Source: an optimization exercise on an open RTL-to-GDS flow (aim: small area). Production flows keep margins and buffers that such runs may drop. RTL that was checked went through simulation tests only; none was proved equivalent to the original. No functional check of the RTL was part of run 1. No activity file was given, so power comes from the tool's default toggle rates.

**flow/flow/run.sh**
```bash
#!/bin/bash
# Own flow: the standard layout (standard.sh, all steps), except that the
# port buffers that global placement inserts (one per input and output port,
# as in the standard flow) are the library's smallest buffer, buf_1.
set -e
export BUFFER_PORTS_ARGS="-buffer_cell sky130_fd_sc_hd__buf_1"
bash standard.sh > standard.log 2>&1
```
**flow/standard.sh**
```bash
#!/bin/bash
# synth_recipe.tcl (not shown) runs the flow's synth.tcl, then flattens the netlist and writes it again
# the make line also repeats each setting of config.mk as NAME=value (left out here)
make -C /OpenROAD-flow-scripts/flow DESIGN_CONFIG=/design/flow/config.mk WORK_HOME=/design/flow/orfs CLKGATE_MAP_FILE= SYNTH_SCRIPT=/design/flow/synth_recipe.tcl "${@:-finish}"
```
**flow/constraint.sdc**
```tcl
create_clock -name core_clock -period 6.0 [get_ports {clk}]
set_input_delay 1.2000 -clock core_clock [delete_from_list [all_inputs] [get_ports {clk}]]
set_output_delay 1.2000 -clock core_clock [all_outputs]
set_load 0.01 [all_outputs]
```
**flow/config.mk**
```make
export PLATFORM = sky130hd
export DESIGN_NAME = fir
export DESIGN_NICKNAME = fir
export VERILOG_FILES = /design/flow/design.v
export SDC_FILE = /design/flow/constraint.sdc
export NUM_CORES = 4
export LEC_CHECK = 0
export CAP_MARGIN = 20
export CORE_MARGIN = 2
export CORE_UTILIZATION = 65
export CTS_BUF_LIST = sky130_fd_sc_hd__clkbuf_8
export CTS_CLUSTER_DIAMETER = 150
export CTS_CLUSTER_SIZE = 16
export SLEW_MARGIN = 20
export SYNTH_HIERARCHICAL = 1
export SYNTH_MINIMUM_KEEP_SIZE = 0
```
**flow/design.v**
```verilog
module fix_mult (s0, s1, s2, s3, z0, z1, z2, z3, a, b);
input  [15:0] s0, s1, s2, s3;
input  z0, z1, z2, z3;
output [25:0] a;
output [25:0] b;
wire [15:0] ns0 = ~s0;
wire nz0 = ~z0;
wire [15:0] ns1 = ~s1;
wire nz1 = ~z1;
wire [15:0] ns2 = ~s2;
wire nz2 = ~z2;
wire [15:0] ns3 = ~s3;
wire nz3 = ~z3;
wire w0, w1;
fa u1 (.a(s0[2]), .b(s0[0]), .c(ns1[0]), .s(w0), .co(w1));
wire w2, w3;
fa u2 (.a(ns3[0]), .b(w0), .c(s2[2]), .s(w2), .co(w3));
wire w4 = s0[3] ^ s0[1];
wire w5 = s0[3] | s0[1];
wire w6, w7;
fa u3 (.a(w1), .b(ns1[1]), .c(ns3[1]), .s(w6), .co(w7));
wire w8 = ~w4;
wire w9, w10;
fa u4 (.a(w8), .b(s2[3]), .c(w3), .s(w9), .co(w10));
wire w11, w12;
fa u5 (.a(s0[4]), .b(s0[2]), .c(w5), .s(w11), .co(w12));
wire w13, w14;
fa u6 (.a(w11), .b(ns1[2]), .c(ns3[2]), .s(w13), .co(w14));
wire w15, w16;
fa u7 (.a(s2[4]), .b(w7), .c(w13), .s(w15), .co(w16));
wire w17 = s0[5] ^ s0[3];
wire w18 = s0[5] | s0[3];
wire w19 = ~w17;
wire w20, w21;
fa u8 (.a(ns3[0]), .b(w19), .c(w12), .s(w20), .co(w21));
wire w22, w23;
fa u9 (.a(w20), .b(ns1[3]), .c(ns3[3]), .s(w22), .co(w23));
wire w24, w25;
fa u10 (.a(s2[5]), .b(w14), .c(w22), .s(w24), .co(w25));
wire w26, w27;
fa u11 (.a(s0[6]), .b(s0[4]), .c(w18), .s(w26), .co(w27));
wire w28, w29;
fa u12 (.a(s1[0]), .b(w26), .c(ns3[1]), .s(w28), .co(w29));
wire w30, w31;
fa u13 (.a(w21), .b(ns1[4]), .c(ns3[4]), .s(w30), .co(w31));
wire w32, w33;
fa u14 (.a(s2[6]), .b(w28), .c(w23), .s(w32), .co(w33));
wire w34, w35;
fa u15 (.a(w30), .b(w25), .c(w32), .s(w34), .co(w35));
wire w36, w37;
fa u16 (.a(s0[7]), .b(s0[5]), .c(w27), .s(w36), .co(w37));
wire w38, w39;
fa u17 (.a(s1[1]), .b(ns3[2]), .c(w36), .s(w38), .co(w39));
wire w40, w41;
fa u18 (.a(w29), .b(ns1[5]), .c(ns3[5]), .s(w40), .co(w41));
wire w42, w43;
fa u19 (.a(s2[7]), .b(w38), .c(w31), .s(w42), .co(w43));
wire w44, w45;
fa u20 (.a(w40), .b(w33), .c(w42), .s(w44), .co(w45));
wire w46, w47;
fa u21 (.a(s0[8]), .b(s0[6]), .c(s2[0]), .s(w46), .co(w47));
wire w48, w49;
fa u22 (.a(w46), .b(s1[2]), .c(w37), .s(w48), .co(w49));
wire w50, w51;
fa u23 (.a(ns3[3]), .b(ns1[6]), .c(ns3[6]), .s(w50), .co(w51));
wire w52, w53;
fa u24 (.a(w39), .b(w48), .c(s2[8]), .s(w52), .co(w53));
wire w54, w55;
fa u25 (.a(w41), .b(w50), .c(w43), .s(w54), .co(w55));
wire w56, w57;
fa u26 (.a(w52), .b(w45), .c(w54), .s(w56), .co(w57));
wire w58, w59;
fa u27 (.a(s0[9]), .b(s0[7]), .c(s3[0]), .s(w58), .co(w59));
wire w60, w61;
fa u28 (.a(w47), .b(w58), .c(s2[1]), .s(w60), .co(w61));
wire w62, w63;
fa u29 (.a(s1[3]), .b(ns3[4]), .c(w60), .s(w62), .co(w63));
wire w64, w65;
fa u30 (.a(w49), .b(ns1[7]), .c(ns3[7]), .s(w64), .co(w65));
wire w66, w67;
fa u31 (.a(s2[9]), .b(w62), .c(w51), .s(w66), .co(w67));
wire w68, w69;
fa u32 (.a(w53), .b(w64), .c(w66), .s(w68), .co(w69));
wire w70, w71;
fa u33 (.a(w55), .b(w68), .c(w57), .s(w70), .co(w71));
wire w72, w73;
fa u34 (.a(s0[10]), .b(s0[8]), .c(w59), .s(w72), .co(w73));
wire w74, w75;
fa u35 (.a(s3[1]), .b(s2[2]), .c(s1[4]), .s(w74), .co(w75));
wire w76, w77;
fa u36 (.a(w72), .b(w61), .c(ns3[5]), .s(w76), .co(w77));
wire w78, w79;
fa u37 (.a(w74), .b(ns1[8]), .c(ns3[8]), .s(w78), .co(w79));
wire w80, w81;
fa u38 (.a(w63), .b(s2[10]), .c(w76), .s(w80), .co(w81));
wire w82, w83;
fa u39 (.a(w65), .b(w78), .c(w67), .s(w82), .co(w83));
wire w84, w85;
fa u40 (.a(w80), .b(w69), .c(w82), .s(w84), .co(w85));
wire w86, w87;
fa u41 (.a(s0[11]), .b(s0[9]), .c(s3[2]), .s(w86), .co(w87));
wire w88, w89;
fa u42 (.a(s2[3]), .b(w73), .c(s1[5]), .s(w88), .co(w89));
wire w90, w91;
fa u43 (.a(w86), .b(ns3[6]), .c(w75), .s(w90), .co(w91));
wire w92, w93;
fa u44 (.a(w88), .b(w77), .c(ns1[9]), .s(w92), .co(w93));
wire w94, w95;
fa u45 (.a(ns3[9]), .b(s2[11]), .c(w90), .s(w94), .co(w95));
wire w96, w97;
fa u46 (.a(w79), .b(w81), .c(w92), .s(w96), .co(w97));
wire w98, w99;
fa u47 (.a(w94), .b(w83), .c(w96), .s(w98), .co(w99));
wire w100, w101;
fa u48 (.a(s0[12]), .b(s0[10]), .c(s3[3]), .s(w100), .co(w101));
wire w102, w103;
fa u49 (.a(s2[4]), .b(w87), .c(s1[6]), .s(w102), .co(w103));
wire w104, w105;
fa u50 (.a(w100), .b(ns3[7]), .c(w89), .s(w104), .co(w105));
wire w106, w107;
fa u51 (.a(w102), .b(ns1[10]), .c(ns3[10]), .s(w106), .co(w107));
wire w108, w109;
fa u52 (.a(w91), .b(s2[12]), .c(w104), .s(w108), .co(w109));
wire w110, w111;
fa u53 (.a(w93), .b(w106), .c(w95), .s(w110), .co(w111));
wire w112, w113;
fa u54 (.a(w108), .b(w97), .c(w110), .s(w112), .co(w113));
wire w114, w115;
fa u55 (.a(s0[13]), .b(s0[11]), .c(s3[4]), .s(w114), .co(w115));
wire w116, w117;
fa u56 (.a(s2[5]), .b(w101), .c(s1[7]), .s(w116), .co(w117));
wire w118, w119;
fa u57 (.a(w114), .b(ns3[8]), .c(w103), .s(w118), .co(w119));
wire w120, w121;
fa u58 (.a(w116), .b(s2[13]), .c(ns1[11]), .s(w120), .co(w121));
wire w122, w123;
fa u59 (.a(ns3[11]), .b(w105), .c(w118), .s(w122), .co(w123));
wire w124, w125;
fa u60 (.a(w107), .b(w120), .c(w109), .s(w124), .co(w125));
wire w126, w127;
fa u61 (.a(w122), .b(w111), .c(w124), .s(w126), .co(w127));
wire w128, w129;
fa u62 (.a(s0[14]), .b(s0[12]), .c(s3[5]), .s(w128), .co(w129));
wire w130, w131;
fa u63 (.a(s2[6]), .b(w115), .c(s1[8]), .s(w130), .co(w131));
wire w132, w133;
fa u64 (.a(w128), .b(ns3[9]), .c(w117), .s(w132), .co(w133));
wire w134, w135;
fa u65 (.a(s2[14]), .b(w130), .c(ns1[12]), .s(w134), .co(w135));
wire w136, w137;
fa u66 (.a(ns3[12]), .b(w119), .c(w132), .s(w136), .co(w137));
wire w138, w139;
fa u67 (.a(w121), .b(w134), .c(w123), .s(w138), .co(w139));
wire w140, w141;
fa u68 (.a(w136), .b(w125), .c(w138), .s(w140), .co(w141));
wire w142, w143;
fa u69 (.a(s0[13]), .b(ns0[15]), .c(z0), .s(w142), .co(w143));
wire w144, w145;
fa u70 (.a(w142), .b(s3[6]), .c(s2[7]), .s(w144), .co(w145));
wire w146, w147;
fa u71 (.a(w129), .b(s1[9]), .c(ns3[10]), .s(w146), .co(w147));
wire w148, w149;
fa u72 (.a(w144), .b(w131), .c(ns1[13]), .s(w148), .co(w149));
wire w150, w151;
fa u73 (.a(ns3[13]), .b(ns2[15]), .c(w133), .s(w150), .co(w151));
wire w152, w153;
fa u74 (.a(w146), .b(w135), .c(w148), .s(w152), .co(w153));
wire w154, w155;
fa u75 (.a(w137), .b(w150), .c(w152), .s(w154), .co(w155));
wire w156, w157;
fa u76 (.a(w139), .b(z2), .c(w154), .s(w156), .co(w157));
wire w158 = s0[14] ^ w143;
wire w159 = s0[14] | w143;
wire w160 = ~w158;
wire w161, w162;
fa u77 (.a(w160), .b(s3[7]), .c(s2[8]), .s(w161), .co(w162));
wire w163, w164;
fa u78 (.a(s1[10]), .b(w145), .c(ns3[11]), .s(w163), .co(w164));
wire w165, w166;
fa u79 (.a(w161), .b(ns1[14]), .c(ns3[14]), .s(w165), .co(w166));
wire w167, w168;
fa u80 (.a(w147), .b(w163), .c(w149), .s(w167), .co(w168));
wire w169, w170;
fa u81 (.a(w165), .b(w151), .c(w153), .s(w169), .co(w170));
wire w171, w172;
fa u82 (.a(w167), .b(w155), .c(w169), .s(w171), .co(w172));
wire w173, w174;
fa u83 (.a(ns0[15]), .b(z0), .c(w159), .s(w173), .co(w174));
wire w175, w176;
fa u84 (.a(s3[8]), .b(w173), .c(s2[9]), .s(w175), .co(w176));
wire w177, w178;
fa u85 (.a(s1[11]), .b(w162), .c(ns3[12]), .s(w177), .co(w178));
wire w179, w180;
fa u86 (.a(s1[15]), .b(s3[15]), .c(w175), .s(w179), .co(w180));
wire w181, w182;
fa u87 (.a(w164), .b(w166), .c(w177), .s(w181), .co(w182));
wire w183, w184;
fa u88 (.a(w179), .b(w168), .c(w181), .s(w183), .co(w184));
wire w185, w186;
fa u89 (.a(nz1), .b(nz3), .c(w170), .s(w185), .co(w186));
wire w187, w188;
fa u90 (.a(w183), .b(w172), .c(w185), .s(w187), .co(w188));
wire w189 = w174 ^ s3[9];
wire w190 = w174 | s3[9];
wire w191, w192;
fa u91 (.a(s2[10]), .b(s1[12]), .c(ns3[13]), .s(w191), .co(w192));
wire w193 = ~w189;
wire w194, w195;
fa u92 (.a(w176), .b(w193), .c(w178), .s(w194), .co(w195));
wire w196, w197;
fa u93 (.a(w191), .b(w180), .c(w182), .s(w196), .co(w197));
wire w198, w199;
fa u94 (.a(w194), .b(w184), .c(w196), .s(w198), .co(w199));
wire w200, w201;
fa u95 (.a(w186), .b(w198), .c(w188), .s(w200), .co(w201));
wire w202, w203;
fa u96 (.a(s3[10]), .b(s2[11]), .c(w190), .s(w202), .co(w203));
wire w204, w205;
fa u97 (.a(s1[13]), .b(ns3[14]), .c(w202), .s(w204), .co(w205));
wire w206, w207;
fa u98 (.a(w192), .b(w195), .c(w204), .s(w206), .co(w207));
wire w208, w209;
fa u99 (.a(w197), .b(w206), .c(w199), .s(w208), .co(w209));
wire w210 = s3[11] ^ s1[14];
wire w211 = s3[11] | s1[14];
wire w212, w213;
fa u100 (.a(s2[12]), .b(s3[15]), .c(w203), .s(w212), .co(w213));
wire w214 = ~w210;
wire w215, w216;
fa u101 (.a(w214), .b(w205), .c(w212), .s(w215), .co(w216));
wire w217, w218;
fa u102 (.a(nz3), .b(w207), .c(w215), .s(w217), .co(w218));
wire w219 = s2[13] ^ s3[12];
wire w220 = s2[13] | s3[12];
wire w221 = ~w219;
wire w222, w223;
fa u103 (.a(ns1[15]), .b(w211), .c(w221), .s(w222), .co(w223));
wire w224, w225;
fa u104 (.a(w213), .b(w222), .c(z1), .s(w224), .co(w225));
wire w226, w227;
fa u105 (.a(w216), .b(w224), .c(w218), .s(w226), .co(w227));
wire w228, w229;
fa u106 (.a(s2[14]), .b(s3[13]), .c(w220), .s(w228), .co(w229));
wire w230, w231;
fa u107 (.a(w228), .b(w223), .c(w225), .s(w230), .co(w231));
wire w232, w233;
fa u108 (.a(s3[14]), .b(ns2[15]), .c(w229), .s(w232), .co(w233));
wire w234, w235;
fa u109 (.a(z2), .b(w232), .c(w231), .s(w234), .co(w235));
wire w236, w237;
fa u110 (.a(ns3[15]), .b(w233), .c(z3), .s(w236), .co(w237));
wire cp0_p0 = s0[0] ^ s2[0];
wire cp0_g0 = s0[0] & s2[0];
wire cp0_p1 = s0[1] ^ s2[1];
wire cp0_g1 = s0[1] & s2[1];
wire cp0_p2 = w2 ^ 1'b0;
wire cp0_g2 = w2 & 1'b0;
wire cp0_p3 = w6 ^ w9;
wire cp0_g3 = w6 & w9;
wire cp0_p4 = w10 ^ w15;
wire cp0_g4 = w10 & w15;
wire cp0_p5 = w16 ^ w24;
wire cp0_g5 = w16 & w24;
wire cp0_p6 = w34 ^ 1'b0;
wire cp0_g6 = w34 & 1'b0;
wire cp0_p7 = w35 ^ w44;
wire cp0_g7 = w35 & w44;
wire cp0_p8 = w56 ^ 1'b0;
wire cp0_g8 = w56 & 1'b0;
wire cp0_p9 = w70 ^ 1'b0;
wire cp0_g9 = w70 & 1'b0;
wire cp0_p10 = w71 ^ w84;
wire cp0_g10 = w71 & w84;
wire cp0_p11 = w85 ^ w98;
wire cp0_g11 = w85 & w98;
wire cp0_p12 = w99 ^ w112;
wire cp0_g12 = w99 & w112;
wire cp0_p13 = w113 ^ w126;
wire cp0_g13 = w113 & w126;
wire cp0_p14 = w127 ^ w140;
wire cp0_g14 = w127 & w140;
wire cp0_p15 = w141 ^ w156;
wire cp0_g15 = w141 & w156;
wire cp0_p16 = w157 ^ w171;
wire cp0_g16 = w157 & w171;
wire cp0_G1 = cp0_g1 | (cp0_p1 & cp0_g0);
wire cp0_G2 = cp0_g3 | (cp0_p3 & cp0_g2);
wire cp0_P2 = cp0_p3 & cp0_p2;
wire cp0_G3 = cp0_g5 | (cp0_p5 & cp0_g4);
wire cp0_P3 = cp0_p5 & cp0_p4;
wire cp0_G4 = cp0_g7 | (cp0_p7 & cp0_g6);
wire cp0_P4 = cp0_p7 & cp0_p6;
wire cp0_G5 = cp0_g9 | (cp0_p9 & cp0_g8);
wire cp0_P5 = cp0_p9 & cp0_p8;
wire cp0_G6 = cp0_g11 | (cp0_p11 & cp0_g10);
wire cp0_P6 = cp0_p11 & cp0_p10;
wire cp0_G7 = cp0_g13 | (cp0_p13 & cp0_g12);
wire cp0_P7 = cp0_p13 & cp0_p12;
wire cp0_G8 = cp0_g15 | (cp0_p15 & cp0_g14);
wire cp0_P8 = cp0_p15 & cp0_p14;
wire cp0_G9 = cp0_G2 | (cp0_P2 & cp0_G1);
wire cp0_G10 = cp0_G4 | (cp0_P4 & cp0_G3);
wire cp0_P10 = cp0_P4 & cp0_P3;
wire cp0_G11 = cp0_G6 | (cp0_P6 & cp0_G5);
wire cp0_P11 = cp0_P6 & cp0_P5;
wire cp0_G12 = cp0_G8 | (cp0_P8 & cp0_G7);
wire cp0_P12 = cp0_P8 & cp0_P7;
wire cp0_G13 = cp0_G10 | (cp0_P10 & cp0_G9);
wire cp0_G14 = cp0_G12 | (cp0_P12 & cp0_G11);
wire cp0_P14 = cp0_P12 & cp0_P11;
wire cp0_G15 = cp0_G14 | (cp0_P14 & cp0_G13);
wire cp0_G16 = cp0_G11 | (cp0_P11 & cp0_G13);
wire cp0_G17 = cp0_G3 | (cp0_P3 & cp0_G9);
wire cp0_G18 = cp0_G5 | (cp0_P5 & cp0_G13);
wire cp0_G19 = cp0_G7 | (cp0_P7 & cp0_G16);
wire cp0_fs2, cp0_G20;
fa cp0_f2 (.a(w2), .b(1'b0), .c(cp0_G1), .s(cp0_fs2), .co(cp0_G20));
wire cp0_fs4, cp0_G21;
fa cp0_f4 (.a(w10), .b(w15), .c(cp0_G9), .s(cp0_fs4), .co(cp0_G21));
wire cp0_fs6, cp0_G22;
fa cp0_f6 (.a(w34), .b(1'b0), .c(cp0_G17), .s(cp0_fs6), .co(cp0_G22));
wire cp0_fs8, cp0_G23;
fa cp0_f8 (.a(w56), .b(1'b0), .c(cp0_G13), .s(cp0_fs8), .co(cp0_G23));
wire cp0_fs10, cp0_G24;
fa cp0_f10 (.a(w71), .b(w84), .c(cp0_G18), .s(cp0_fs10), .co(cp0_G24));
wire cp0_fs12, cp0_G25;
fa cp0_f12 (.a(w99), .b(w112), .c(cp0_G16), .s(cp0_fs12), .co(cp0_G25));
wire cp0_fs14, cp0_G26;
fa cp0_f14 (.a(w127), .b(w140), .c(cp0_G19), .s(cp0_fs14), .co(cp0_G26));
wire cp0_fs16, cp0_G27;
fa cp0_f16 (.a(w157), .b(w171), .c(cp0_G15), .s(cp0_fs16), .co(cp0_G27));
wire [16:0] cp0 = {cp0_fs16, cp0_p15 ^ cp0_G26, cp0_fs14, cp0_p13 ^ cp0_G25, cp0_fs12, cp0_p11 ^ cp0_G24, cp0_fs10, cp0_p9 ^ cp0_G23, cp0_fs8, cp0_p7 ^ cp0_G22, cp0_fs6, cp0_p5 ^ cp0_G21, cp0_fs4, cp0_p3 ^ cp0_G20, cp0_fs2, cp0_p1 ^ cp0_g0, cp0_p0};
wire cp0_co = cp0_G27;
assign a = {1'b1, w235, w234, w227, w226, w209, w201, w200, w187, cp0[16], cp0[15], cp0[14], cp0[13], cp0[12], cp0[11], cp0[10], cp0[9], cp0[8], cp0[7], cp0[6], cp0[5], cp0[4], cp0[3], cp0[2], cp0[1], cp0[0]};
assign b = {w237, w236, 1'b0, w230, 1'b0, w217, w208, 1'b0, cp0_co, 1'b0, 1'b0, 1'b0, 1'b0, 1'b0, 1'b0, 1'b0, 1'b0, 1'b0, 1'b0, 1'b0, 1'b0, 1'b0, 1'b0, 1'b0, 1'b0, 1'b0};
endmodule
module fa (a, b, c, s, co);
input  a, b, c;
output s, co;
assign s  = a ^ b ^ c;
assign co = (a & b) | (a & c) | (b & c);
endmodule
module fir(
	out,
	x,
	clk,
	rest
	);
output [34:0] out;
input         rest;
input  [15:0] x;
input         clk;
reg  [15:0] r0, r1, r2, r3, r4, r5, r6, r7, r8, r9, r10, r11, r12, r13;
reg  [15:0] p;
reg  [2:0]  n;           
reg         z;           
reg  [2:0]  q;           
reg  [24:0] ra;
reg  [5:0] rb;
wire [25:0] l = {1'b1, ra[24], ra[23], ra[22], ra[21], ra[20], ra[19], ra[18], ra[17], ra[16], ra[15], ra[14], ra[13], ra[12], ra[11], ra[10], ra[9], ra[8], ra[7], ra[6], ra[5], ra[4], ra[3], ra[2], ra[1], ra[0]}
              + {rb[5], rb[4], 1'b0, rb[3], 1'b0, rb[2], rb[1], 1'b0, rb[0], 1'b0, 1'b0, 1'b0, 1'b0, 1'b0, 1'b0, 1'b0, 1'b0, 1'b0, 1'b0, 1'b0, 1'b0, 1'b0, 1'b0, 1'b0, 1'b0, 1'b0};
wire [3:0] hi = {4{l[25]}} - {1'b0, q};
assign out = {hi, {4{l[25]}}, l, 1'b0} & {35{~z}};
wire [15:0] d7  = (rest && n == 3'd7) ? r6 : 16'd0;
wire [15:0] d14 = rest ? r13 : 16'd0;
wire t1_p0 = r8[0] ^ r13[0];
wire t1_g0 = r8[0] & r13[0];
wire t1_p1 = r8[1] ^ r13[1];
wire t1_g1 = r8[1] & r13[1];
wire t1_p2 = r8[2] ^ r13[2];
wire t1_g2 = r8[2] & r13[2];
wire t1_p3 = r8[3] ^ r13[3];
wire t1_g3 = r8[3] & r13[3];
wire t1_p4 = r8[4] ^ r13[4];
wire t1_g4 = r8[4] & r13[4];
wire t1_p5 = r8[5] ^ r13[5];
wire t1_g5 = r8[5] & r13[5];
wire t1_p6 = r8[6] ^ r13[6];
wire t1_g6 = r8[6] & r13[6];
wire t1_p7 = r8[7] ^ r13[7];
wire t1_g7 = r8[7] & r13[7];
wire t1_p8 = r8[8] ^ r13[8];
wire t1_g8 = r8[8] & r13[8];
wire t1_p9 = r8[9] ^ r13[9];
wire t1_g9 = r8[9] & r13[9];
wire t1_p10 = r8[10] ^ r13[10];
wire t1_g10 = r8[10] & r13[10];
wire t1_p11 = r8[11] ^ r13[11];
wire t1_g11 = r8[11] & r13[11];
wire t1_p12 = r8[12] ^ r13[12];
wire t1_g12 = r8[12] & r13[12];
wire t1_p13 = r8[13] ^ r13[13];
wire t1_g13 = r8[13] & r13[13];
wire t1_p14 = r8[14] ^ r13[14];
wire t1_g14 = r8[14] & r13[14];
wire t1_p15 = r8[15] ^ r13[15];
wire t1_g15 = r8[15] & r13[15];
wire t1_G1 = t1_g1 | (t1_p1 & t1_g0);
wire t1_G2 = t1_g3 | (t1_p3 & t1_g2);
wire t1_P2 = t1_p3 & t1_p2;
wire t1_G3 = t1_g5 | (t1_p5 & t1_g4);
wire t1_P3 = t1_p5 & t1_p4;
wire t1_G4 = t1_g7 | (t1_p7 & t1_g6);
wire t1_P4 = t1_p7 & t1_p6;
wire t1_G5 = t1_g9 | (t1_p9 & t1_g8);
wire t1_P5 = t1_p9 & t1_p8;
wire t1_G6 = t1_g11 | (t1_p11 & t1_g10);
wire t1_P6 = t1_p11 & t1_p10;
wire t1_G7 = t1_g13 | (t1_p13 & t1_g12);
wire t1_P7 = t1_p13 & t1_p12;
wire t1_G8 = t1_g15 | (t1_p15 & t1_g14);
wire t1_P8 = t1_p15 & t1_p14;
wire t1_G9 = t1_G2 | (t1_P2 & t1_G1);
wire t1_G10 = t1_G4 | (t1_P4 & t1_G3);
wire t1_P10 = t1_P4 & t1_P3;
wire t1_G11 = t1_G6 | (t1_P6 & t1_G5);
wire t1_P11 = t1_P6 & t1_P5;
wire t1_G12 = t1_G8 | (t1_P8 & t1_G7);
wire t1_P12 = t1_P8 & t1_P7;
wire t1_G13 = t1_G10 | (t1_P10 & t1_G9);
wire t1_G14 = t1_G12 | (t1_P12 & t1_G11);
wire t1_P14 = t1_P12 & t1_P11;
wire t1_G15 = t1_G14 | (t1_P14 & t1_G13);
wire t1_G16 = t1_G11 | (t1_P11 & t1_G13);
wire t1_G17 = t1_G3 | (t1_P3 & t1_G9);
wire t1_G18 = t1_G5 | (t1_P5 & t1_G13);
wire t1_G19 = t1_G7 | (t1_P7 & t1_G16);
wire t1_fs2, t1_G20;
fa t1_f2 (.a(r8[2]), .b(r13[2]), .c(t1_G1), .s(t1_fs2), .co(t1_G20));
wire t1_fs4, t1_G21;
fa t1_f4 (.a(r8[4]), .b(r13[4]), .c(t1_G9), .s(t1_fs4), .co(t1_G21));
wire t1_fs6, t1_G22;
fa t1_f6 (.a(r8[6]), .b(r13[6]), .c(t1_G17), .s(t1_fs6), .co(t1_G22));
wire t1_fs8, t1_G23;
fa t1_f8 (.a(r8[8]), .b(r13[8]), .c(t1_G13), .s(t1_fs8), .co(t1_G23));
wire t1_fs10, t1_G24;
fa t1_f10 (.a(r8[10]), .b(r13[10]), .c(t1_G18), .s(t1_fs10), .co(t1_G24));
wire t1_fs12, t1_G25;
fa t1_f12 (.a(r8[12]), .b(r13[12]), .c(t1_G16), .s(t1_fs12), .co(t1_G25));
wire t1_fs14, t1_G26;
fa t1_f14 (.a(r8[14]), .b(r13[14]), .c(t1_G19), .s(t1_fs14), .co(t1_G26));
wire [15:0] t1 = {t1_p15 ^ t1_G26, t1_fs14, t1_p13 ^ t1_G25, t1_fs12, t1_p11 ^ t1_G24, t1_fs10, t1_p9 ^ t1_G23, t1_fs8, t1_p7 ^ t1_G22, t1_fs6, t1_p5 ^ t1_G21, t1_fs4, t1_p3 ^ t1_G20, t1_fs2, t1_p1 ^ t1_g0, t1_p0};
wire t1_co = t1_G15;
wire t2n_x0 = r9[0] ^ r12[0];
wire t2n_s0 = t2n_x0 ^ 1'b1;
wire t2n_g0 = (r9[0] & r12[0]) | (t2n_x0 & 1'b1);
wire t2n_p0 = 1'b0;
wire t2n_p1 = r9[1] ^ r12[1];
wire t2n_g1 = r9[1] & r12[1];
wire t2n_p2 = r9[2] ^ r12[2];
wire t2n_g2 = r9[2] & r12[2];
wire t2n_p3 = r9[3] ^ r12[3];
wire t2n_g3 = r9[3] & r12[3];
wire t2n_p4 = r9[4] ^ r12[4];
wire t2n_g4 = r9[4] & r12[4];
wire t2n_p5 = r9[5] ^ r12[5];
wire t2n_g5 = r9[5] & r12[5];
wire t2n_p6 = r9[6] ^ r12[6];
wire t2n_g6 = r9[6] & r12[6];
wire t2n_p7 = r9[7] ^ r12[7];
wire t2n_g7 = r9[7] & r12[7];
wire t2n_p8 = r9[8] ^ r12[8];
wire t2n_g8 = r9[8] & r12[8];
wire t2n_p9 = r9[9] ^ r12[9];
wire t2n_g9 = r9[9] & r12[9];
wire t2n_p10 = r9[10] ^ r12[10];
wire t2n_g10 = r9[10] & r12[10];
wire t2n_p11 = r9[11] ^ r12[11];
wire t2n_g11 = r9[11] & r12[11];
wire t2n_p12 = r9[12] ^ r12[12];
wire t2n_g12 = r9[12] & r12[12];
wire t2n_p13 = r9[13] ^ r12[13];
wire t2n_g13 = r9[13] & r12[13];
wire t2n_p14 = r9[14] ^ r12[14];
wire t2n_g14 = r9[14] & r12[14];
wire t2n_p15 = r9[15] ^ r12[15];
wire t2n_g15 = r9[15] & r12[15];
wire t2n_G1 = t2n_g1 | (t2n_p1 & t2n_g0);
wire t2n_G2 = t2n_g3 | (t2n_p3 & t2n_g2);
wire t2n_P2 = t2n_p3 & t2n_p2;
wire t2n_G3 = t2n_g5 | (t2n_p5 & t2n_g4);
wire t2n_P3 = t2n_p5 & t2n_p4;
wire t2n_G4 = t2n_g7 | (t2n_p7 & t2n_g6);
wire t2n_P4 = t2n_p7 & t2n_p6;
wire t2n_G5 = t2n_g9 | (t2n_p9 & t2n_g8);
wire t2n_P5 = t2n_p9 & t2n_p8;
wire t2n_G6 = t2n_g11 | (t2n_p11 & t2n_g10);
wire t2n_P6 = t2n_p11 & t2n_p10;
wire t2n_G7 = t2n_g13 | (t2n_p13 & t2n_g12);
wire t2n_P7 = t2n_p13 & t2n_p12;
wire t2n_G8 = t2n_g15 | (t2n_p15 & t2n_g14);
wire t2n_P8 = t2n_p15 & t2n_p14;
wire t2n_G9 = t2n_G2 | (t2n_P2 & t2n_G1);
wire t2n_G10 = t2n_G4 | (t2n_P4 & t2n_G3);
wire t2n_P10 = t2n_P4 & t2n_P3;
wire t2n_G11 = t2n_G6 | (t2n_P6 & t2n_G5);
wire t2n_P11 = t2n_P6 & t2n_P5;
wire t2n_G12 = t2n_G8 | (t2n_P8 & t2n_G7);
wire t2n_P12 = t2n_P8 & t2n_P7;
wire t2n_G13 = t2n_G10 | (t2n_P10 & t2n_G9);
wire t2n_G14 = t2n_G12 | (t2n_P12 & t2n_G11);
wire t2n_P14 = t2n_P12 & t2n_P11;
wire t2n_G15 = t2n_G14 | (t2n_P14 & t2n_G13);
wire t2n_G16 = t2n_G11 | (t2n_P11 & t2n_G13);
wire t2n_G17 = t2n_G3 | (t2n_P3 & t2n_G9);
wire t2n_G18 = t2n_G5 | (t2n_P5 & t2n_G13);
wire t2n_G19 = t2n_G7 | (t2n_P7 & t2n_G16);
wire t2n_fs2, t2n_G20;
fa t2n_f2 (.a(r9[2]), .b(r12[2]), .c(t2n_G1), .s(t2n_fs2), .co(t2n_G20));
wire t2n_fs4, t2n_G21;
fa t2n_f4 (.a(r9[4]), .b(r12[4]), .c(t2n_G9), .s(t2n_fs4), .co(t2n_G21));
wire t2n_fs6, t2n_G22;
fa t2n_f6 (.a(r9[6]), .b(r12[6]), .c(t2n_G17), .s(t2n_fs6), .co(t2n_G22));
wire t2n_fs8, t2n_G23;
fa t2n_f8 (.a(r9[8]), .b(r12[8]), .c(t2n_G13), .s(t2n_fs8), .co(t2n_G23));
wire t2n_fs10, t2n_G24;
fa t2n_f10 (.a(r9[10]), .b(r12[10]), .c(t2n_G18), .s(t2n_fs10), .co(t2n_G24));
wire t2n_fs12, t2n_G25;
fa t2n_f12 (.a(r9[12]), .b(r12[12]), .c(t2n_G16), .s(t2n_fs12), .co(t2n_G25));
wire t2n_fs14, t2n_G26;
fa t2n_f14 (.a(r9[14]), .b(r12[14]), .c(t2n_G19), .s(t2n_fs14), .co(t2n_G26));
wire [15:0] t2n = {t2n_p15 ^ t2n_G26, t2n_fs14, t2n_p13 ^ t2n_G25, t2n_fs12, t2n_p11 ^ t2n_G24, t2n_fs10, t2n_p9 ^ t2n_G23, t2n_fs8, t2n_p7 ^ t2n_G22, t2n_fs6, t2n_p5 ^ t2n_G21, t2n_fs4, t2n_p3 ^ t2n_G20, t2n_fs2, t2n_p1 ^ t2n_g0, t2n_s0};
wire t2n_co = t2n_G15;
wire t3_p0 = r10[0] ^ r11[0];
wire t3_g0 = r10[0] & r11[0];
wire t3_p1 = r10[1] ^ r11[1];
wire t3_g1 = r10[1] & r11[1];
wire t3_p2 = r10[2] ^ r11[2];
wire t3_g2 = r10[2] & r11[2];
wire t3_p3 = r10[3] ^ r11[3];
wire t3_g3 = r10[3] & r11[3];
wire t3_p4 = r10[4] ^ r11[4];
wire t3_g4 = r10[4] & r11[4];
wire t3_p5 = r10[5] ^ r11[5];
wire t3_g5 = r10[5] & r11[5];
wire t3_p6 = r10[6] ^ r11[6];
wire t3_g6 = r10[6] & r11[6];
wire t3_p7 = r10[7] ^ r11[7];
wire t3_g7 = r10[7] & r11[7];
wire t3_p8 = r10[8] ^ r11[8];
wire t3_g8 = r10[8] & r11[8];
wire t3_p9 = r10[9] ^ r11[9];
wire t3_g9 = r10[9] & r11[9];
wire t3_p10 = r10[10] ^ r11[10];
wire t3_g10 = r10[10] & r11[10];
wire t3_p11 = r10[11] ^ r11[11];
wire t3_g11 = r10[11] & r11[11];
wire t3_p12 = r10[12] ^ r11[12];
wire t3_g12 = r10[12] & r11[12];
wire t3_p13 = r10[13] ^ r11[13];
wire t3_g13 = r10[13] & r11[13];
wire t3_p14 = r10[14] ^ r11[14];
wire t3_g14 = r10[14] & r11[14];
wire t3_p15 = r10[15] ^ r11[15];
wire t3_g15 = r10[15] & r11[15];
wire t3_G1 = t3_g1 | (t3_p1 & t3_g0);
wire t3_G2 = t3_g3 | (t3_p3 & t3_g2);
wire t3_P2 = t3_p3 & t3_p2;
wire t3_G3 = t3_g5 | (t3_p5 & t3_g4);
wire t3_P3 = t3_p5 & t3_p4;
wire t3_G4 = t3_g7 | (t3_p7 & t3_g6);
wire t3_P4 = t3_p7 & t3_p6;
wire t3_G5 = t3_g9 | (t3_p9 & t3_g8);
wire t3_P5 = t3_p9 & t3_p8;
wire t3_G6 = t3_g11 | (t3_p11 & t3_g10);
wire t3_P6 = t3_p11 & t3_p10;
wire t3_G7 = t3_g13 | (t3_p13 & t3_g12);
wire t3_P7 = t3_p13 & t3_p12;
wire t3_G8 = t3_g15 | (t3_p15 & t3_g14);
wire t3_P8 = t3_p15 & t3_p14;
wire t3_G9 = t3_G2 | (t3_P2 & t3_G1);
wire t3_G10 = t3_G4 | (t3_P4 & t3_G3);
wire t3_P10 = t3_P4 & t3_P3;
wire t3_G11 = t3_G6 | (t3_P6 & t3_G5);
wire t3_P11 = t3_P6 & t3_P5;
wire t3_G12 = t3_G8 | (t3_P8 & t3_G7);
wire t3_P12 = t3_P8 & t3_P7;
wire t3_G13 = t3_G10 | (t3_P10 & t3_G9);
wire t3_G14 = t3_G12 | (t3_P12 & t3_G11);
wire t3_P14 = t3_P12 & t3_P11;
wire t3_G15 = t3_G14 | (t3_P14 & t3_G13);
wire t3_G16 = t3_G11 | (t3_P11 & t3_G13);
wire t3_G17 = t3_G3 | (t3_P3 & t3_G9);
wire t3_G18 = t3_G5 | (t3_P5 & t3_G13);
wire t3_G19 = t3_G7 | (t3_P7 & t3_G16);
wire t3_fs2, t3_G20;
fa t3_f2 (.a(r10[2]), .b(r11[2]), .c(t3_G1), .s(t3_fs2), .co(t3_G20));
wire t3_fs4, t3_G21;
fa t3_f4 (.a(r10[4]), .b(r11[4]), .c(t3_G9), .s(t3_fs4), .co(t3_G21));
wire t3_fs6, t3_G22;
fa t3_f6 (.a(r10[6]), .b(r11[6]), .c(t3_G17), .s(t3_fs6), .co(t3_G22));
wire t3_fs8, t3_G23;
fa t3_f8 (.a(r10[8]), .b(r11[8]), .c(t3_G13), .s(t3_fs8), .co(t3_G23));
wire t3_fs10, t3_G24;
fa t3_f10 (.a(r10[10]), .b(r11[10]), .c(t3_G18), .s(t3_fs10), .co(t3_G24));
wire t3_fs12, t3_G25;
fa t3_f12 (.a(r10[12]), .b(r11[12]), .c(t3_G16), .s(t3_fs12), .co(t3_G25));
wire t3_fs14, t3_G26;
fa t3_f14 (.a(r10[14]), .b(r11[14]), .c(t3_G19), .s(t3_fs14), .co(t3_G26));
wire [15:0] t3 = {t3_p15 ^ t3_G26, t3_fs14, t3_p13 ^ t3_G25, t3_fs12, t3_p11 ^ t3_G24, t3_fs10, t3_p9 ^ t3_G23, t3_fs8, t3_p7 ^ t3_G22, t3_fs6, t3_p5 ^ t3_G21, t3_fs4, t3_p3 ^ t3_G20, t3_fs2, t3_p1 ^ t3_g0, t3_p0};
wire t3_co = t3_G15;
wire pn_p0 = d7[0] ^ d14[0];
wire pn_g0 = d7[0] & d14[0];
wire pn_p1 = d7[1] ^ d14[1];
wire pn_g1 = d7[1] & d14[1];
wire pn_p2 = d7[2] ^ d14[2];
wire pn_g2 = d7[2] & d14[2];
wire pn_p3 = d7[3] ^ d14[3];
wire pn_g3 = d7[3] & d14[3];
wire pn_p4 = d7[4] ^ d14[4];
wire pn_g4 = d7[4] & d14[4];
wire pn_p5 = d7[5] ^ d14[5];
wire pn_g5 = d7[5] & d14[5];
wire pn_p6 = d7[6] ^ d14[6];
wire pn_g6 = d7[6] & d14[6];
wire pn_p7 = d7[7] ^ d14[7];
wire pn_g7 = d7[7] & d14[7];
wire pn_p8 = d7[8] ^ d14[8];
wire pn_g8 = d7[8] & d14[8];
wire pn_p9 = d7[9] ^ d14[9];
wire pn_g9 = d7[9] & d14[9];
wire pn_p10 = d7[10] ^ d14[10];
wire pn_g10 = d7[10] & d14[10];
wire pn_p11 = d7[11] ^ d14[11];
wire pn_g11 = d7[11] & d14[11];
wire pn_p12 = d7[12] ^ d14[12];
wire pn_g12 = d7[12] & d14[12];
wire pn_p13 = d7[13] ^ d14[13];
wire pn_g13 = d7[13] & d14[13];
wire pn_p14 = d7[14] ^ d14[14];
wire pn_g14 = d7[14] & d14[14];
wire pn_p15 = d7[15] ^ d14[15];
wire pn_g15 = d7[15] & d14[15];
wire pn_G1 = pn_g1 | (pn_p1 & pn_g0);
wire pn_G2 = pn_g3 | (pn_p3 & pn_g2);
wire pn_P2 = pn_p3 & pn_p2;
wire pn_G3 = pn_g5 | (pn_p5 & pn_g4);
wire pn_P3 = pn_p5 & pn_p4;
wire pn_G4 = pn_g7 | (pn_p7 & pn_g6);
wire pn_P4 = pn_p7 & pn_p6;
wire pn_G5 = pn_g9 | (pn_p9 & pn_g8);
wire pn_P5 = pn_p9 & pn_p8;
wire pn_G6 = pn_g11 | (pn_p11 & pn_g10);
wire pn_P6 = pn_p11 & pn_p10;
wire pn_G7 = pn_g13 | (pn_p13 & pn_g12);
wire pn_P7 = pn_p13 & pn_p12;
wire pn_G8 = pn_g15 | (pn_p15 & pn_g14);
wire pn_P8 = pn_p15 & pn_p14;
wire pn_G9 = pn_G2 | (pn_P2 & pn_G1);
wire pn_G10 = pn_G4 | (pn_P4 & pn_G3);
wire pn_P10 = pn_P4 & pn_P3;
wire pn_G11 = pn_G6 | (pn_P6 & pn_G5);
wire pn_P11 = pn_P6 & pn_P5;
wire pn_G12 = pn_G8 | (pn_P8 & pn_G7);
wire pn_P12 = pn_P8 & pn_P7;
wire pn_G13 = pn_G10 | (pn_P10 & pn_G9);
wire pn_G14 = pn_G12 | (pn_P12 & pn_G11);
wire pn_P14 = pn_P12 & pn_P11;
wire pn_G15 = pn_G14 | (pn_P14 & pn_G13);
wire pn_G16 = pn_G11 | (pn_P11 & pn_G13);
wire pn_G17 = pn_G3 | (pn_P3 & pn_G9);
wire pn_G18 = pn_G5 | (pn_P5 & pn_G13);
wire pn_G19 = pn_G7 | (pn_P7 & pn_G16);
wire pn_fs2, pn_G20;
fa pn_f2 (.a(d7[2]), .b(d14[2]), .c(pn_G1), .s(pn_fs2), .co(pn_G20));
wire pn_fs4, pn_G21;
fa pn_f4 (.a(d7[4]), .b(d14[4]), .c(pn_G9), .s(pn_fs4), .co(pn_G21));
wire pn_fs6, pn_G22;
fa pn_f6 (.a(d7[6]), .b(d14[6]), .c(pn_G17), .s(pn_fs6), .co(pn_G22));
wire pn_fs8, pn_G23;
fa pn_f8 (.a(d7[8]), .b(d14[8]), .c(pn_G13), .s(pn_fs8), .co(pn_G23));
wire pn_fs10, pn_G24;
fa pn_f10 (.a(d7[10]), .b(d14[10]), .c(pn_G18), .s(pn_fs10), .co(pn_G24));
wire pn_fs12, pn_G25;
fa pn_f12 (.a(d7[12]), .b(d14[12]), .c(pn_G16), .s(pn_fs12), .co(pn_G25));
wire pn_fs14, pn_G26;
fa pn_f14 (.a(d7[14]), .b(d14[14]), .c(pn_G19), .s(pn_fs14), .co(pn_G26));
wire [15:0] pn = {pn_p15 ^ pn_G26, pn_fs14, pn_p13 ^ pn_G25, pn_fs12, pn_p11 ^ pn_G24, pn_fs10, pn_p9 ^ pn_G23, pn_fs8, pn_p7 ^ pn_G22, pn_fs6, pn_p5 ^ pn_G21, pn_fs4, pn_p3 ^ pn_G20, pn_fs2, pn_p1 ^ pn_g0, pn_p0};
wire pn_co = pn_G15;
wire [15:0] t2 = ~t2n;    
wire z0 = p[15]  & ~|p[14:0];
wire z1 = t1[15] & ~|t1[14:0];
wire z2 = t2[15] & ~|t2[14:0];
wire z3 = t3[15] & ~|t3[14:0];
wire [2:0] qn = z0 + z1 + z2 + z3;
wire [25:0] an, bn;
fix_mult core (.s0(p), .s1(t1), .s2(t2), .s3(t3), .z0(z0), .z1(z1), .z2(z2), .z3(z3), .a(an), .b(bn));
always @(posedge clk) begin
	r0  <= x;
	r1  <= r0;
	r2  <= r1;
	r3  <= r2;
	r4  <= r3;
	r5  <= r4;
	r6  <= r5;
	r7  <= ~d7;
	r8  <= rest ? ~r7  : 16'd0;
	r9  <= ~(rest ? r8  : 16'd0);
	r10 <= rest ? ~r9  : 16'd0;
	r11 <= rest ? r10  : 16'd0;
	r12 <= ~(rest ? r11 : 16'd0);
	r13 <= rest ? ~r12 : 16'd0;
	p   <= pn;
	z   <= ~rest;
	q   <= qn;
	ra  <= {an[24], an[23], an[22], an[21], an[20], an[19], an[18], an[17], an[16], an[15], an[14], an[13], an[12], an[11], an[10], an[9], an[8], an[7], an[6], an[5], an[4], an[3], an[2], an[1], an[0]};
	rb  <= {bn[25], bn[24], bn[22], bn[20], bn[19], bn[17]};
	if (!rest)
		n <= 3'd0;
	else if (n != 3'd7)
		n <= n + 3'd1;
end
endmodule
```
==> run summary, run 1 <==
The first global-routing pass estimated about 36 mm of wire. The die span in x came out at 142.6 um. In this run the remaining antenna-violating nets after routing total 0. The setup TNS is 0 ns. The final number of hold-violating endpoints came out at 0. The total number of H-tree levels came out at 1. The portion of the clock cycle consumed by the worst path in the final layout came out at 0.9630.

The number of sinks handled by clock tree synthesis came out at about 280. For hold timing, the worst endpoint is r4[3]$_DFF_P_. The critical path is of the register to register type.

The cell count after synthesis is between 1k and 1.5k. The data required time at the worst endpoint came out at between 6 and 7 ns. The startpoint identified for the worst register-to-register timing path is r12[0]$_DFF_P_. Summing every instance area after synthesis gives between 10000 and 15000 um2.

The maximum net fanout on the critical path is 2. The type of the worst min-delay path is register to register. Clock tree synthesis selected as its root buffer the cell clkbuf_8. Clock-pin slew was measured on the worst setup and hold paths at around 0.1 ns. The global router's overall resource usage is 0.2313. The DRC violations left is 0. The total non-filler cell area in the finished layout is approximately 13000 um2.

The total buffers and inverters traversed by the critical path came out at 3. At the pin with the least slew margin, the transition time is roughly 1 ns. The total number of placement rows came out at 50. The final clock skew came out at 0.01563 ns.

The count of warnings emitted by yosys came out at 7. The initial antenna violation count is 0. The largest net degree at the start of global routing came out at 58. For this configuration, the core starts out at a cell density of 0.6653. The run finished with no timing, DRC or antenna violations. The number of port buffers came out at approximately 50. Among cell families on the critical path, the largest total delay comes from adder cells.

The leakage component of the power came out at roughly 6.0 nW. The worst-case headroom to the max-slew limit is 0.3428. Setup repair after global routing left no endpoint under its margin. The wire length per cell came out at between 15 and 20 um. The longest clock path from root to sink contains 3 buffers. Pin placement for this block handled 53 I/O pins.

The clock buffer count from CTS is 21. From synthesis to final layout, the design area changed by 5.431%. The worst-path cell with the longest stage delay is fa_1.

The maximum vdd ir drop came out at between 200 and 300 uV. The critical path goes through inv_1 > ha_1 > inv_1 > fa_1 > a21o_1 > nand2_1 > nand2b_1 > fa_1 > inv_1 > fa_1 > fa_1 > fa_1 > fa_1 > ha_1 > and3_1 > a311o_1 > a21o_1 > fa_1 > xor2_1. Of the cells placed in the final design, the portion with a size suffix greater than 1 is 0.05587. STA classifies the critical path endpoint as a register. After clock tree synthesis, the flow added hold-fix buffers numbering 0. The hold path depth is 0. Counting cells, the worst reg-to-reg path comes to 19.

The arrival time at the worst endpoint came out at approximately 6.2 ns. The final setup violation count is 0. Across the run, the number of max-cap violations was 0. The delay of the slowest cell on the worst path is about 0.58 ns. The number of iterations in the first detailed-routing pass came out at 4. The routed design could run at a clock period as short as 5.778 ns. The number of inserted diodes came out at 0. The wire length reported by the detailed router is 22.11 mm. The net total in the final layout is about 1.3k. Clock latency on the worst-skew pair, taken at its later pin, is between 0.5 and 0.6 ns. The highest attainable clock frequency came out at between 150 and 200 MHz.

The worst hold path begins at r3[3]$_DFF_P_. The final count of pins violating max slew came out at 0. The violation count after the first detailed-route iteration is 310.

The via density per instance is 5.199. The post-DP HPWL is around 18 mm. The area of placed instances came out at roughly 13000 um2. The power density over the cells is approximately 240 nW/um2.

Averaged over all synthesized cells, the footprint is approximately 12 um2. TritonCTS built the clock tree. The via count of the first global-routing pass came out at roughly 7.1k.

The cell with the most instances on the worst path is fa_1. In this run the critical register-to-register path is captured at ra[15]$_DFF_P_. The register-to-register setup slack is 0.22 ns.

Summed over all layers, the global routing overflow is 0. In this run the vertical extent of the chip is 142.6 um. The die area came out at between 20000 and 25000 um2.

The worst setup path is launched from a register. Routability-driven placement finished with a final weighted congestion of 0.9416. The area of the core came out at between 15000 and 20000 um2. The count of vias placed by the detailed router came out at between 6k and 7k.
[state kept, by name, indices dropped and copies added (netlist names), 6 cells and up]
| register | flops |
|---|---|
| r5 | 16 |
| r0 | 16 |
| p | 16 |
| r11 | 16 |
| r1 | 16 |
| r13 | 16 |
| r8 | 16 |
| r10 | 16 |
| ra | 25 |
| r6 | 16 |
| r9 | 16 |
| r7 | 16 |
| r4 | 16 |
| r3 | 16 |
| rb | 6 |
| r12 | 16 |
| r2 | 16 |
[how the worst max path moves through the flow]
stage | from | to | slack, ns | depth (start not counted)
2_1_floorplan | r9[0]$_DFF_P_ | ra[16]$_DFF_P_ | 0.32 | 20
3_3_place_gp | r9[0]$_DFF_P_ | ra[16]$_DFF_P_ | 0.17 | 19
3_5_place_dp | r12[0]$_DFF_P_ | ra[16]$_DFF_P_ | 0.05 | 19
4_1_cts | r12[0]$_DFF_P_ | ra[16]$_DFF_P_ | 0.06 | 19
5_1_grt | r9[0]$_DFF_P_ | ra[16]$_DFF_P_ | 0.01 | 19
6_report | r12[0]$_DFF_P_ | ra[15]$_DFF_P_ | 0.22 | 19
[placed cells by master (no fill, tap or decap), types with 4 or more instances in the layout]
master    instances
a21o_1           20
a21oi_1          18
a31o_2            9
a31oi_1           4
a41o_1            4
and2_1           30
and3_1           12
and4_1            5
buf_1            50
buf_4            16
clkbuf_8         21
conb_1            4
dfxtp_1         278
fa_1            150
ha_1             81
inv_1           112
nand2_1          49
nand4_1           4
nor2_1           75
nor2b_1          20
nor4_1            6
o21ai_0           8
o21ai_1           6
xnor2_1          15
xor2_1           31
[layout make-up]
type | instances | area (um2)
Inverter | 113 | 424.2
Sequential cell | 278 | 5565
Tap cell | 234 | 292.8
Clock buffer | 21 | 289.0
Clock inverter | 1 | 11.26
Multi-Input combinational cell | 594 | 6270
Fill cell | 1395 | 5603
Timing Repair Buffer | 67 | 312.8
[repair_timing]
item / in CTS / in global routing
resized for setup: 0 / 9
buffers inserted: 0 / 1
hold endpoints to repair: 0 / 0
setup endpoints to repair: 0 / 3
[worst register-to-register path: cells and delay by family, from the launching register on]
kind / cells / cell delay [ns]
simple gates: 3 / 0.39
buf+inv: 3 / 0.24
compound gates: 3 / 0.72
flops: 1 / 0.33
xor+xnor: 1 / 0.15
fa+ha+maj: 9 / 3.84
[metrics by stage]
step | utilization | power (W) | std cells | hold slack (ns) | setup slack (ns)
after global placement | 0.6830 | 0.002295 | 1285 | 0.3097 | 0.1657
after global routing | 0.7015 | 0.003275 | 1308 | 0.3195 | 0.01024
final | 0.7015 | 0.003122 | 1308 | 0.3183 | 0.2218
after floorplan | - | 0.002263 | 1030 | 0.3096 | 0.3186
after CTS | 0.6990 | 0.003158 | 1307 | 0.3166 | 0.05979
after detailed placement | 0.6830 | 0.002307 | 1285 | 0.3121 | 0.05395
[per-layer routing]
layer,part of all wire,up-vias,track usage,wire length [um]
li1,-,3307,-,-
met1,0.46,3309,0.3177,10250
met2,0.46,142,0.3803,10160
met3,0.043,42,0.03634,959
met4,0.033,0,0.07764,740
met5,0,-,0,0
[power by group]
group | total [W] | switching, W | internal (W)
logic | 0.000325 | 0.000181 | 0.000143
registers | 0.00194 | 0.0000190 | 0.00192
clock network | 0.000861 | 0.000541 | 0.000320
total | 0.00312 | 0.000742 | 0.00238
==> run 2: changes to the inputs <==
--- a/flow/design.v
+++ b/flow/design.v
@@ -1,3 +1,4 @@
-module fix_mult (s0, s1, s2, s3, z0, z1, z2, z3, a, b);
+module fix_mult (s0, s1, s2, s3, z0, z1, z2, z3, a, b, c);
+output c;          
 input  [15:0] s0, s1, s2, s3;
 input  z0, z1, z2, z3;
@@ -280,8 +281,4 @@
 wire cp0_p14 = w127 ^ w140;
 wire cp0_g14 = w127 & w140;
-wire cp0_p15 = w141 ^ w156;
-wire cp0_g15 = w141 & w156;
-wire cp0_p16 = w157 ^ w171;
-wire cp0_g16 = w157 & w171;
 wire cp0_G1 = cp0_g1 | (cp0_p1 & cp0_g0);
 wire cp0_G2 = cp0_g3 | (cp0_p3 & cp0_g2);
@@ -297,41 +294,33 @@
 wire cp0_G7 = cp0_g13 | (cp0_p13 & cp0_g12);
 wire cp0_P7 = cp0_p13 & cp0_p12;
-wire cp0_G8 = cp0_g15 | (cp0_p15 & cp0_g14);
-wire cp0_P8 = cp0_p15 & cp0_p14;
-wire cp0_G9 = cp0_G2 | (cp0_P2 & cp0_G1);
-wire cp0_G10 = cp0_G4 | (cp0_P4 & cp0_G3);
-wire cp0_P10 = cp0_P4 & cp0_P3;
-wire cp0_G11 = cp0_G6 | (cp0_P6 & cp0_G5);
-wire cp0_P11 = cp0_P6 & cp0_P5;
-wire cp0_G12 = cp0_G8 | (cp0_P8 & cp0_G7);
-wire cp0_P12 = cp0_P8 & cp0_P7;
-wire cp0_G13 = cp0_G10 | (cp0_P10 & cp0_G9);
-wire cp0_G14 = cp0_G12 | (cp0_P12 & cp0_G11);
-wire cp0_P14 = cp0_P12 & cp0_P11;
-wire cp0_G15 = cp0_G14 | (cp0_P14 & cp0_G13);
-wire cp0_G16 = cp0_G11 | (cp0_P11 & cp0_G13);
-wire cp0_G17 = cp0_G3 | (cp0_P3 & cp0_G9);
-wire cp0_G18 = cp0_G5 | (cp0_P5 & cp0_G13);
-wire cp0_G19 = cp0_G7 | (cp0_P7 & cp0_G16);
-wire cp0_fs2, cp0_G20;
-fa cp0_f2 (.a(w2), .b(1'b0), .c(cp0_G1), .s(cp0_fs2), .co(cp0_G20));
-wire cp0_fs4, cp0_G21;
-fa cp0_f4 (.a(w10), .b(w15), .c(cp0_G9), .s(cp0_fs4), .co(cp0_G21));
-wire cp0_fs6, cp0_G22;
-fa cp0_f6 (.a(w34), .b(1'b0), .c(cp0_G17), .s(cp0_fs6), .co(cp0_G22));
-wire cp0_fs8, cp0_G23;
-fa cp0_f8 (.a(w56), .b(1'b0), .c(cp0_G13), .s(cp0_fs8), .co(cp0_G23));
-wire cp0_fs10, cp0_G24;
-fa cp0_f10 (.a(w71), .b(w84), .c(cp0_G18), .s(cp0_fs10), .co(cp0_G24));
-wire cp0_fs12, cp0_G25;
-fa cp0_f12 (.a(w99), .b(w112), .c(cp0_G16), .s(cp0_fs12), .co(cp0_G25));
-wire cp0_fs14, cp0_G26;
-fa cp0_f14 (.a(w127), .b(w140), .c(cp0_G19), .s(cp0_fs14), .co(cp0_G26));
-wire cp0_fs16, cp0_G27;
-fa cp0_f16 (.a(w157), .b(w171), .c(cp0_G15), .s(cp0_fs16), .co(cp0_G27));
-wire [16:0] cp0 = {cp0_fs16, cp0_p15 ^ cp0_G26, cp0_fs14, cp0_p13 ^ cp0_G25, cp0_fs12, cp0_p11 ^ cp0_G24, cp0_fs10, cp0_p9 ^ cp0_G23, cp0_fs8, cp0_p7 ^ cp0_G22, cp0_fs6, cp0_p5 ^ cp0_G21, cp0_fs4, cp0_p3 ^ cp0_G20, cp0_fs2, cp0_p1 ^ cp0_g0, cp0_p0};
-wire cp0_co = cp0_G27;
-assign a = {1'b1, w235, w234, w227, w226, w209, w201, w200, w187, cp0[16], cp0[15], cp0[14], cp0[13], cp0[12], cp0[11], cp0[10], cp0[9], cp0[8], cp0[7], cp0[6], cp0[5], cp0[4], cp0[3], cp0[2], cp0[1], cp0[0]};
-assign b = {w237, w236, 1'b0, w230, 1'b0, w217, w208, 1'b0, cp0_co, 1'b0, 1'b0, 1'b0, 1'b0, 1'b0, 1'b0, 1'b0, 1'b0, 1'b0, 1'b0, 1'b0, 1'b0, 1'b0, 1'b0, 1'b0, 1'b0, 1'b0};
+wire cp0_G8 = cp0_G2 | (cp0_P2 & cp0_G1);
+wire cp0_G9 = cp0_G4 | (cp0_P4 & cp0_G3);
+wire cp0_P9 = cp0_P4 & cp0_P3;
+wire cp0_G10 = cp0_G6 | (cp0_P6 & cp0_G5);
+wire cp0_P10 = cp0_P6 & cp0_P5;
+wire cp0_G11 = cp0_G9 | (cp0_P9 & cp0_G8);
+wire cp0_G12 = cp0_G10 | (cp0_P10 & cp0_G11);
+wire cp0_G13 = cp0_G3 | (cp0_P3 & cp0_G8);
+wire cp0_G14 = cp0_G5 | (cp0_P5 & cp0_G11);
+wire cp0_G15 = cp0_G7 | (cp0_P7 & cp0_G12);
+wire cp0_fs2, cp0_G16;
+fa cp0_f2 (.a(w2), .b(1'b0), .c(cp0_G1), .s(cp0_fs2), .co(cp0_G16));
+wire cp0_fs4, cp0_G17;
+fa cp0_f4 (.a(w10), .b(w15), .c(cp0_G8), .s(cp0_fs4), .co(cp0_G17));
+wire cp0_fs6, cp0_G18;
+fa cp0_f6 (.a(w34), .b(1'b0), .c(cp0_G13), .s(cp0_fs6), .co(cp0_G18));
+wire cp0_fs8, cp0_G19;
+fa cp0_f8 (.a(w56), .b(1'b0), .c(cp0_G11), .s(cp0_fs8), .co(cp0_G19));
+wire cp0_fs10, cp0_G20;
+fa cp0_f10 (.a(w71), .b(w84), .c(cp0_G14), .s(cp0_fs10), .co(cp0_G20));
+wire cp0_fs12, cp0_G21;
+fa cp0_f12 (.a(w99), .b(w112), .c(cp0_G12), .s(cp0_fs12), .co(cp0_G21));
+wire cp0_fs14, cp0_G22;
+fa cp0_f14 (.a(w127), .b(w140), .c(cp0_G15), .s(cp0_fs14), .co(cp0_G22));
+wire [14:0] cp0 = {cp0_fs14, cp0_p13 ^ cp0_G21, cp0_fs12, cp0_p11 ^ cp0_G20, cp0_fs10, cp0_p9 ^ cp0_G19, cp0_fs8, cp0_p7 ^ cp0_G18, cp0_fs6, cp0_p5 ^ cp0_G17, cp0_fs4, cp0_p3 ^ cp0_G16, cp0_fs2, cp0_p1 ^ cp0_g0, cp0_p0};
+wire cp0_co = cp0_G22;
+assign a = {1'b1, w235, w234, w227, w226, w209, w201, w200, w187, w157, w141, cp0[14], cp0[13], cp0[12], cp0[11], cp0[10], cp0[9], cp0[8], cp0[7], cp0[6], cp0[5], cp0[4], cp0[3], cp0[2], cp0[1], cp0[0]};
+assign b = {w237, w236, 1'b0, w230, 1'b0, w217, w208, 1'b0, 1'b0, w171, w156, 1'b0, 1'b0, 1'b0, 1'b0, 1'b0, 1'b0, 1'b0, 1'b0, 1'b0, 1'b0, 1'b0, 1'b0, 1'b0, 1'b0, 1'b0};
+assign c = cp0_co;
 endmodule
 module fa (a, b, c, s, co);
@@ -357,7 +346,9 @@
 reg  [2:0]  q;           
 reg  [24:0] ra;
-reg  [5:0] rb;
+reg  [6:0] rb;
+reg         rc;
 wire [25:0] l = {1'b1, ra[24], ra[23], ra[22], ra[21], ra[20], ra[19], ra[18], ra[17], ra[16], ra[15], ra[14], ra[13], ra[12], ra[11], ra[10], ra[9], ra[8], ra[7], ra[6], ra[5], ra[4], ra[3], ra[2], ra[1], ra[0]}
-              + {rb[5], rb[4], 1'b0, rb[3], 1'b0, rb[2], rb[1], 1'b0, rb[0], 1'b0, 1'b0, 1'b0, 1'b0, 1'b0, 1'b0, 1'b0, 1'b0, 1'b0, 1'b0, 1'b0, 1'b0, 1'b0, 1'b0, 1'b0, 1'b0, 1'b0};
+              + {rb[6], rb[5], 1'b0, rb[4], 1'b0, rb[3], rb[2], 1'b0, 1'b0, rb[1], rb[0], 1'b0, 1'b0, 1'b0, 1'b0, 1'b0, 1'b0, 1'b0, 1'b0, 1'b0, 1'b0, 1'b0, 1'b0, 1'b0, 1'b0, 1'b0}
+              + {rc, 15'd0};
 wire [3:0] hi = {4{l[25]}} - {1'b0, q};
 assign out = {hi, {4{l[25]}}, l, 1'b0} & {35{~z}};
@@ -685,5 +676,6 @@
 wire [2:0] qn = z0 + z1 + z2 + z3;
 wire [25:0] an, bn;
-fix_mult core (.s0(p), .s1(t1), .s2(t2), .s3(t3), .z0(z0), .z1(z1), .z2(z2), .z3(z3), .a(an), .b(bn));
+wire cn;
+fix_mult core (.s0(p), .s1(t1), .s2(t2), .s3(t3), .z0(z0), .z1(z1), .z2(z2), .z3(z3), .a(an), .b(bn), .c(cn));
 always @(posedge clk) begin
 	r0  <= x;
@@ -705,5 +697,6 @@
 	q   <= qn;
 	ra  <= {an[24], an[23], an[22], an[21], an[20], an[19], an[18], an[17], an[16], an[15], an[14], an[13], an[12], an[11], an[10], an[9], an[8], an[7], an[6], an[5], an[4], an[3], an[2], an[1], an[0]};
-	rb  <= {bn[25], bn[24], bn[22], bn[20], bn[19], bn[17]};
+	rb  <= {bn[25], bn[24], bn[22], bn[20], bn[19], bn[16], bn[15]};
+	rc  <= cn;
 	if (!rest)
 		n <= 3'd0;
==> run summary, run 2 <==
The cell count after synthesis is 1030 (+0.19%). The total area of multi-input combinational cells was 6310 um2 (+0.64%). The via density per instance came out at 5.038 (-3.1%). The CTS tree is done. The final number of hold-violating endpoints came to 0 (unchanged). The post-synthesis average cell area came to 12.24 um2 (+0.73%). The post-cts resize count was 0 (unchanged). The leakage component of the power came to 6.111 nW (+1.3%).

The total non-filler cell area in the finished layout came out at 13230 um2 (+0.52%). The starting density of the core came out at 0.6670 (+0.001687). The post-detailed-route count of antenna-violating nets is 0 (unchanged). The count of maximum capacitance violations is 0 (unchanged). The worst hold slack came out at 0.3142 ns (-0.004058 ns).

The leading cell type in the layout, fill and taps excluded is dfxtp_1. The proportion of layout cells with a drive suffix above 1 is 0.05229 (-0.003578). The time the final worst path needs with I/O delays and setup is 5.560 ns (-0.2181 ns). The maximum net fanout on the critical path is 3 (+1).

The startpoint kind of the worst setup timing path is a register. The post-CTS clock slew at the launch and capture registers of the worst setup and hold paths is 0.10 ns (about the same). The floorplan die height came out at 143.2 um (+0.45%).

The final estimated routing congestion in global placement was 0.9462 (+0.49%). The register area came out at 5605 um2 (+0.72%). The number of inserted filler cells in the final layout came out at 1420 (+1.8%).

The largest net degree at the start of global routing is 54 (-6.9%). The min-delay analysis places its worst path in the category register to register. The residual overflow from global routing is 0 (unchanged).

The highest attainable clock frequency is 179.9 MHz (+3.9%). The buffer cell driving the clock tree root is clkbuf_8. The final count of pins violating max slew is 0 (unchanged). The maximum clock path buffer count came out at 3 (unchanged). The violation count after the first detailed-route iteration is 285 (-8.1%). The cell with the most instances on the worst path is fa_1. The wire length reported by the detailed router is 21.99 mm (-0.51%).

The number of setup buffers added after CTS was 0 (unchanged). The transition at the pin with the smallest max-transition slack came out at 0.9938 ns (+0.009284 ns). The wire length per cell was 16.52 um (-2.2%).

The number of port buffers came out at 51 (unchanged). Setup repair after global routing left no endpoint under its margin. In the layout the commonest cells are dfxtp_1, fa_1, inv_1, ha_1, nor2_1.

The worst setup path is captured at a register. The area of placed instances came out at 12930 um2 (+0.86%). The die area is 20520 um2 (+0.90%).

The total number of H-tree levels came out at 1 (unchanged). The count of vias placed by the detailed router is 6706 (-1.4%). The number of inserted diodes was 0 (unchanged).

The total number of placement rows came out at 50 (unchanged). The top-level I/O count came to 53 (unchanged). The synthesis-to-finish area growth came out at 5.014%. The DRC violations left came out at 0 (unchanged).

The hold buffer count at CTS came out at 0 (unchanged). Among all stages on the critical path, the largest delay is contributed by fa_1. The final clock skew came out at 0.02090 ns (+0.005271 ns). The clock buffer count from CTS came to 21 (unchanged). The total buffers and inverters traversed by the critical path is 2 (-1). The clock latency on the worst-skew pair came out at 0.56 ns (+0.03 ns).

The setup TNS is 0 ns (unchanged). The arrival time at the worst endpoint came to 6.00 ns (-0.21 ns). The data required time at the worst endpoint is 6.44 ns (about the same).

The maximum vdd ir drop came to 296.3 uV (+12%). The power density over the cells came out at 237.4 nW/um2 (+0.14%). The post-DP HPWL came out at 17.59 mm (+0.19%). The area of the core is 18890 um2 (+0.67%).

The wire length of the first global-routing pass is 35.77 mm (-0.84%). The die span in x came out at 143.2 um (+0.45%). More flip-flops sit in one register than any other, and that register is ra. The worst-case headroom to the max-slew limit is 0.3365 (-0.006257). The count of warnings emitted by yosys is 7 (unchanged).

The flip-flop count of the largest register, all copies and words added is 25 (unchanged). The net total in the final layout is 1327 (-0.075%). The run finished with no timing, DRC or antenna violations.

The number of iterations in the first detailed-routing pass is 4 (unchanged). The post-placement worst setup slack came out at 0.4696 ns (+0.4157 ns). The critical path in this run is classified as register to register. The worst setup slack after layout was 0.4399 ns (+0.2181 ns). The via count of the first global-routing pass is 7031 (-0.51%). The portion of the clock cycle consumed by the worst path in the final layout came out at 0.9267 (-0.03634). The synthesized area is 12600 um2 (+0.92%). The delay of the slowest cell on the worst path is 0.57 ns (about the same). The global router's overall resource usage came out at 0.2273 (-0.003960). The number of sinks handled by clock tree synthesis came out at 280 (+0.72%).

In this design, the largest share of critical-path delay is due to adder cells. The signal on the critical path passes through inv_1 > ha_1 > inv_1 > fa_1 > a21o_1 > nand2_1 > o21ai_0 > fa_1 > xnor2_1 > fa_1 > fa_1 > fa_1 > fa_1 > fa_1 > fa_1 > fa_1. The final setup violation count is 0 (unchanged). The initial antenna violation count is 0 (unchanged).
## run 2: cell count changes in the layout (fill, tap and decap cells not counted), sizes merged, moves of 4 or more
| cell | change |
|---|---|
| nand2 | +6 |
| inv | -5 |
| a21o | +4 |
| o21ai | -4 |
| a221o | +4 |
| nor2 | +4 |
| a21oi | -8 |
| buf | -4 |
## run 2: final cells by class
type	instances	share of cell area
clock buffer	21	0.02184
multi-input combinational	597	0.4768
tap	260	0.02458
timing repair buffer	63	0.02137
inverter	108	0.03063
sequential	280	0.4236
clock inverter	2	0.001229
## run 2: per-stage QoR
stage                     power (W)  instances    util
after floorplan            0.002268       1032       -
after global placement     0.002312       1308  0.6843
after detailed placement   0.002324       1308  0.6843
after CTS                  0.003185       1331  0.7005
after global routing       0.003311       1331  0.7005
final                      0.003142       1331  0.7005
## run 2: power breakdown
part | switching (W) | leakage, nW | internal, W
registers | 0.0000171 | 2.30 | 0.00192
logic | 0.000191 | 3.65 | 0.000142
clock network | 0.000549 | 0.156 | 0.000320
## run 2: final timing paths
check | end | from | slack [ns] | depth (start not counted)
worst max register to register | ra[18]$_DFF_P_ | r12[0]$_DFF_P_ | 0.44 | 16
worst min register to register | r4[1]$_DFF_P_ | r3[1]$_DFF_P_ | 0.31 | 0
worst min-delay path | r4[1]$_DFF_P_ | r3[1]$_DFF_P_ | 0.31 | 0
worst max-delay path | ra[18]$_DFF_P_ | r12[0]$_DFF_P_ | 0.44 | 16
## run 2: routing by layer
metal  track usage  wire (um)
met1        0.3148      10340
met2        0.3798      10380
met3       0.03186        680
met4       0.06347        592
met5             0          0
## run 2: worst reg2reg max path: cells and delay by family (launching register included)
family	cells	cell delay [ns]
compound gates	2	0.42
xor+xnor	1	0.33
fa+ha+maj	10	4.17
buf+inv	2	0.09
flops	1	0.32
simple gates	1	0.09

==> separate check: timing with driven ports <==
How much do the figures lean on ideal ports? The routed layouts below were timed once more, with nothing changed but the port constraints. Step 1 (the two cells are an assumption about what drives the block):
set clk [get_ports {clk}]
set_driving_cell -lib_cell sky130_fd_sc_hd__clkbuf_16 $clk
set_driving_cell -lib_cell sky130_fd_sc_hd__buf_2 [delete_from_list [all_inputs] $clk]
Step 2 also shifts input and output timing later by t, the mid clock arrival at the registers, as if the neighbouring blocks saw the same clock. Three values: ideal, step 1, step 2; two values: the first two.
run | t, ns | setup WS [ns] | cell pins on the clock port's net
run 1 | 0.555 | 0.222 / 0.222 / 0.222 | 1
run 2 | 0.580 | 0.440 / 0.440 / 0.440 | 1
After both steps setup and hold are still met in every run listed.
